From an optimization exercise on the open Yosys and OpenROAD flow, aimed at small area; shortcuts taken in it are not production practice.
Where RTL was checked, it was by simulation tests only, not by an equivalence proof against the original.

==> module iob_axil_macc, before the edit <==
module iob_axil_macc #(
   parameter DATA_W = 32
) (
   input                 clk_i,
   input                 cke_i,
   input                 arst_i,
   input  [       2-1:0] iob_csrs_axil_araddr_i,
   input                 iob_csrs_axil_arvalid_i,
   output                iob_csrs_axil_arready_o,
   output [  DATA_W-1:0] iob_csrs_axil_rdata_o,
   output [       2-1:0] iob_csrs_axil_rresp_o,
   output                iob_csrs_axil_rvalid_o,
   input                 iob_csrs_axil_rready_i,
   input  [       2-1:0] iob_csrs_axil_awaddr_i,
   input                 iob_csrs_axil_awvalid_i,
   output                iob_csrs_axil_awready_o,
   input  [  DATA_W-1:0] iob_csrs_axil_wdata_i,
   input  [DATA_W/8-1:0] iob_csrs_axil_wstrb_i,
   input                 iob_csrs_axil_wvalid_i,
   output                iob_csrs_axil_wready_o,
   output [       2-1:0] iob_csrs_axil_bresp_o,
   output                iob_csrs_axil_bvalid_o,
   input                 iob_csrs_axil_bready_i
);
   wire          arvalid = iob_csrs_axil_arvalid_i;
   wire          awvalid = iob_csrs_axil_awvalid_i;
   wire          wvalid = iob_csrs_axil_wvalid_i;
   wire [   3:0] wstrb = iob_csrs_axil_wstrb_i;
   wire [  31:0] wdata = iob_csrs_axil_wdata_i;
   reg           st;
   reg           rdy;
   reg           bvalid;
   reg           awready;
   reg  [   1:0] addr_q;   
   reg  [   1:0] ia;   
   wire          rvalid = st & ~rdy;
   wire          valid = wvalid | arvalid;
   wire          we = wvalid & (|wstrb);
   wire [   1:0] addr = arvalid ? iob_csrs_axil_araddr_i :
                        awvalid ? iob_csrs_axil_awaddr_i : addr_q;
   wire [   1:0] as = st ? ia : addr;
   wire          w0 = wvalid & (as == 2'd0);
   wire          en_wen = w0 & wstrb[0];
   wire          load_wen = w0 & (wstrb[2:0] == 3'b100);
   wire          a_wen = w0 & (wstrb == 4'b1000);
   wire          b_wen = wvalid & (as == 2'd1) & wstrb[0];
   always @(posedge clk_i, negedge arst_i) begin
      if (!arst_i) begin
         st      <= 1'b0;
         rdy     <= 1'b0;
         bvalid  <= 1'b0;
         awready <= 1'b1;
         addr_q  <= 2'd0;
      end else if (cke_i) begin
         rdy     <= ~st & ~rdy & valid;
         st      <= st ? (rdy | ~iob_csrs_axil_rready_i) : (~rdy & valid & ~we);
         bvalid  <= we ? rdy : (bvalid & ~iob_csrs_axil_bready_i);
         if (awready ? awvalid : (bvalid & iob_csrs_axil_bready_i)) awready <= ~awready;
         addr_q  <= addr;
      end
   end
   always @(posedge clk_i) begin
      if (cke_i & ~st) ia <= addr;
   end
   reg           en;
   reg           load;
   reg  [   7:0] a;
   reg  [   7:0] b;
   wire          en_d;
   wire          load_d;
   wire [   7:0] a_d;
   wire [   7:0] b_d;
   macc_mux #(
      .W(1)
   ) en_mux (
      .s (cke_i & en_wen),
      .d0(en),
      .d1(wdata[0]),
      .y (en_d)
   );
   macc_mux #(
      .W(1)
   ) load_mux (
      .s (cke_i & load_wen),
      .d0(load),
      .d1(wdata[16]),
      .y (load_d)
   );
   macc_mux #(
      .W(8)
   ) a_mux (
      .s (cke_i & a_wen),
      .d0(a),
      .d1(wdata[31:24]),
      .y (a_d)
   );
   macc_mux #(
      .W(8)
   ) b_mux (
      .s (cke_i & b_wen),
      .d0(b),
      .d1(wdata[7:0]),
      .y (b_d)
   );
   always @(posedge clk_i, negedge arst_i) begin
      if (!arst_i) begin
         en   <= 1'b0;
         load <= 1'b0;
         a    <= 8'd0;
         b    <= 8'd0;
      end else begin
         en   <= en_d;
         load <= load_d;
         a    <= a_d;
         b    <= b_d;
      end
   end
   reg           en_int;
   reg  [   2:0] dn;
   reg           done_int;
   reg  [  15:0] acc;
   reg  [   7:0] a_s;
   reg  [   7:0] b_s;
   wire [  15:0] acc_sum;
   wire [  15:0] acc_d;
   wire          enp = en & ~en_int;
   macc_tree macc (
      .a(a_s),
      .b(b_s),
      .m(acc & {16{~load}}),
      .q(acc_sum)
   );
   macc_mux #(
      .W(16)
   ) acc_mux (
      .s (cke_i & dn[2]),
      .d0(acc),
      .d1(acc_sum),
      .y (acc_d)
   );
   always @(posedge clk_i, negedge arst_i) begin
      if (!arst_i) begin
         en_int   <= 1'b0;
         dn       <= 3'd0;
         done_int <= 1'b0;
         acc      <= 16'd0;
      end else begin
         if (cke_i) begin
            en_int   <= en;
            dn       <= {dn[1:0], enp};
            done_int <= ~enp & (dn[2] | done_int);
         end
         acc <= acc_d;
      end
   end
   always @(posedge clk_i) begin
      if (cke_i & dn[0]) begin
         a_s <= a;
         b_s <= b;
      end
   end
   reg  [  15:0] cq;
   reg           dq;
   always @(posedge clk_i) begin
      if (cke_i) begin
         cq <= acc;
         dq <= done_int;
      end
   end
   wire ia0 = (ia == 2'd0);
   wire ia1 = (ia == 2'd1);
   wire ia2 = (ia == 2'd2);
   assign iob_csrs_axil_rdata_o   = {cq & {16{ia1}}, 7'd0, dq & ia0, ia2, 6'd0, ia2};
   assign iob_csrs_axil_rresp_o   = 2'b0;
   assign iob_csrs_axil_rvalid_o  = rvalid;
   assign iob_csrs_axil_arready_o = rdy;
   assign iob_csrs_axil_wready_o  = rdy;
   assign iob_csrs_axil_awready_o = awready;
   assign iob_csrs_axil_bresp_o   = 2'b0;
   assign iob_csrs_axil_bvalid_o  = bvalid;
endmodule
clock: 5.0 ns
lec_check: 0
cap_margin: 20
core_margin: 2
core_utilization: 40
slew_margin: 20
synth_hierarchical: 1
synth_minimum_keep_size: 0
standard.sh (not shown) runs the stock make flow with config.mk's settings and CLKGATE_MAP_FILE= SYNTH_SCRIPT=/design/flow/synth_recipe.tcl, a recipe that flattens the netlist after the stock synthesis.
==> flow/flow/run.sh <==
#!/bin/bash
# The standard layout (standard.sh), with three changes to how the
# layout is made:
#  - after floorplanning, every combinational cell from synthesis is swapped
#    to the smallest cell of its kind (flow/downsize.tcl); the later repair
#    steps size cells up again where timing, slew or load need it;
#  - the port buffers are buf_1 cells;
#  - the clock tree uses clkbuf_8 and no dummy loads.
# Each step's full output goes to its own log file in this folder.
set -euo pipefail
ODB="$PWD/orfs/results/sky130hd/iob_axil_macc/base/2_floorplan.odb"
ARGS=(
  "BUFFER_PORTS_ARGS=-buffer_cell sky130_fd_sc_hd__buf_1"
  "CTS_ARGS=-sink_clustering_enable -repair_clock_nets -dont_use_dummy_load -buf_list sky130_fd_sc_hd__clkbuf_8 -sink_clustering_size 30"
)
bash standard.sh "${ARGS[@]}" floorplan > standard_floorplan.log 2>&1
DS_ODB="$ODB" openroad -no_init -exit flow/downsize.tcl > downsize.log 2>&1
bash standard.sh "${ARGS[@]}" finish > standard_finish.log 2>&1
==> flow/flow/downsize.tcl <==
# Swap every combinational cell of the synthesized netlist to the smallest
# cell of the same kind (same base name and pins), before placement.  The
# flow's own repair steps then size up only what timing, slew or load need.
read_db $::env(DS_ODB)
set db [ord::get_db]
set block [ord::get_db_block]
set masters {}
foreach lib [$db getLibs] {
  foreach m [$lib getMasters] { dict set masters [$m getName] $m }
}
proc pins_of {m} {
  set p {}
  foreach t [$m getMTerms] { lappend p [$t getName] }
  return [lsort $p]
}
set swapped 0
set saved 0
foreach inst [$block getInsts] {
  set m [$inst getMaster]
  set name [$m getName]
  if {![regexp {^sky130_fd_sc_hd__([a-z0-9]+)_([0-9]+)$} $name -> base size]} { continue }
  if {[regexp {^(df|edf|sdf|dl|clk|conb|tap|fill|decap|lpflow|probe|diode|ebuf|einv)} $base]} { continue }
  set best $m
  set area [expr {[$m getWidth] * [$m getHeight]}]
  dict for {cn cm} $masters {
    if {![regexp "^sky130_fd_sc_hd__${base}_\[0-9\]+\$" $cn]} { continue }
    set a [expr {[$cm getWidth] * [$cm getHeight]}]
    if {$a < $area && [pins_of $cm] eq [pins_of $m]} { set best $cm; set area $a }
  }
  if {$best ne $m} {
    set saved [expr {$saved + [$m getWidth] * [$m getHeight] - $area}]
    $inst swapMaster $best
    incr swapped
  }
}
puts "downsize: swapped $swapped cells, saved [expr {$saved / 1.0e6}] um2"
write_db $::env(DS_ODB)
The baseline passed the timing, DRC and antenna checks.
Rerun with:
--- a/flow/design.v
+++ b/flow/design.v
@@ -634,44 +634,42 @@
    end
    reg           en_int;
    reg  [   2:0] dn;
    reg           done_int;
-   reg  [  15:0] acc;
+   reg  [  15:0] acc;   
+   reg           az;
+   reg           cz;
    reg  [   7:0] a_s;
    reg  [   7:0] b_s;
    wire [  15:0] acc_sum;
-   wire [  15:0] acc_d;
    wire          enp = en & ~en_int;
    macc_tree macc (
       .a(a_s),
       .b(b_s),
-      .m(acc & {16{~load}}),
+      .m(acc & {16{~(load | az)}}),
       .q(acc_sum)
    );
-   macc_mux #(
-      .W(16)
-   ) acc_mux (
-      .s (cke_i & dn[2]),
-      .d0(acc),
-      .d1(acc_sum),
-      .y (acc_d)
-   );
    always @(posedge clk_i, negedge arst_i) begin
       if (!arst_i) begin
          en_int   <= 1'b0;
          dn       <= 3'd0;
          done_int <= 1'b0;
-         acc      <= 16'd0;
+         az       <= 1'b1;
+         cz       <= 1'b1;
       end else begin
          if (cke_i) begin
             en_int   <= en;
             dn       <= {dn[1:0], enp};
             done_int <= ~enp & (dn[2] | done_int);
+            if (dn[2]) az <= 1'b0;
+            cz <= az;
          end
-         acc <= acc_d;
       end
    end
    always @(posedge clk_i) begin
+      if (cke_i & dn[2]) acc <= acc_sum;
+   end
+   always @(posedge clk_i) begin
       if (cke_i & dn[0]) begin
          a_s <= a;
          b_s <= b;
       end
@@ -686,9 +684,9 @@
    end
    wire ia0 = (ia == 2'd0);
    wire ia1 = (ia == 2'd1);
    wire ia2 = (ia == 2'd2);
-   assign iob_csrs_axil_rdata_o   = {cq & {16{ia1}}, 7'd0, dq & ia0, ia2, 6'd0, ia2};
+   assign iob_csrs_axil_rdata_o   = {cq & {16{ia1 & ~cz}}, 7'd0, dq & ia0, ia2, 6'd0, ia2};
    assign iob_csrs_axil_rresp_o   = 2'b0;
    assign iob_csrs_axil_rvalid_o  = rvalid;
    assign iob_csrs_axil_arready_o = rdy;
    assign iob_csrs_axil_wready_o  = rdy;
Outcome:
- synthesized cell count went down by 3.1%
- sequential cell count went up by 2
- die area went down by 1.7%
- design area went down by 0.80%
- non-clock buffer count went down by 3
- setup slack gains 0.050 ns
- via count went down by 0.87%
- worst hold slack hardly moves
- clock skew hardly moves
- core utilization hardly moves
- clock-buffer cell count does not change
- sequential share of layout area went up by 2.6 points
- critical path depth went down by 1
No functional check of the RTL was part of the second run of this note.

static timing again, ports no longer ideal:
The results above use ideal ports. As a check the final layouts listed here were re-extracted and re-timed, cells and wires unchanged. Step 1 assumes that a clkbuf_16 drives the clock port and a buf_2 every other input. Step 2 also shifts input and output timing later by t, the mid clock arrival at the registers, as if the neighbouring blocks saw the same clock. Slacks: no drivers / after step 1 / after step 2; pairs: no drivers / after step 1.
| run | t, ns | setup slack, ns | hold slack, ns | worst data-port slew with drivers (ns) |
|---|---|---|---|---|
| the first run | 0.380 | 0.243 / 0.243 / 0.243 | 0.440 / 0.440 / 0.440 | 0.03 |
| the second run | 0.373 | 0.294 / 0.294 / 0.294 | 0.439 / 0.439 / 0.439 | 0.04 |
After both steps every run listed still meets setup and hold.
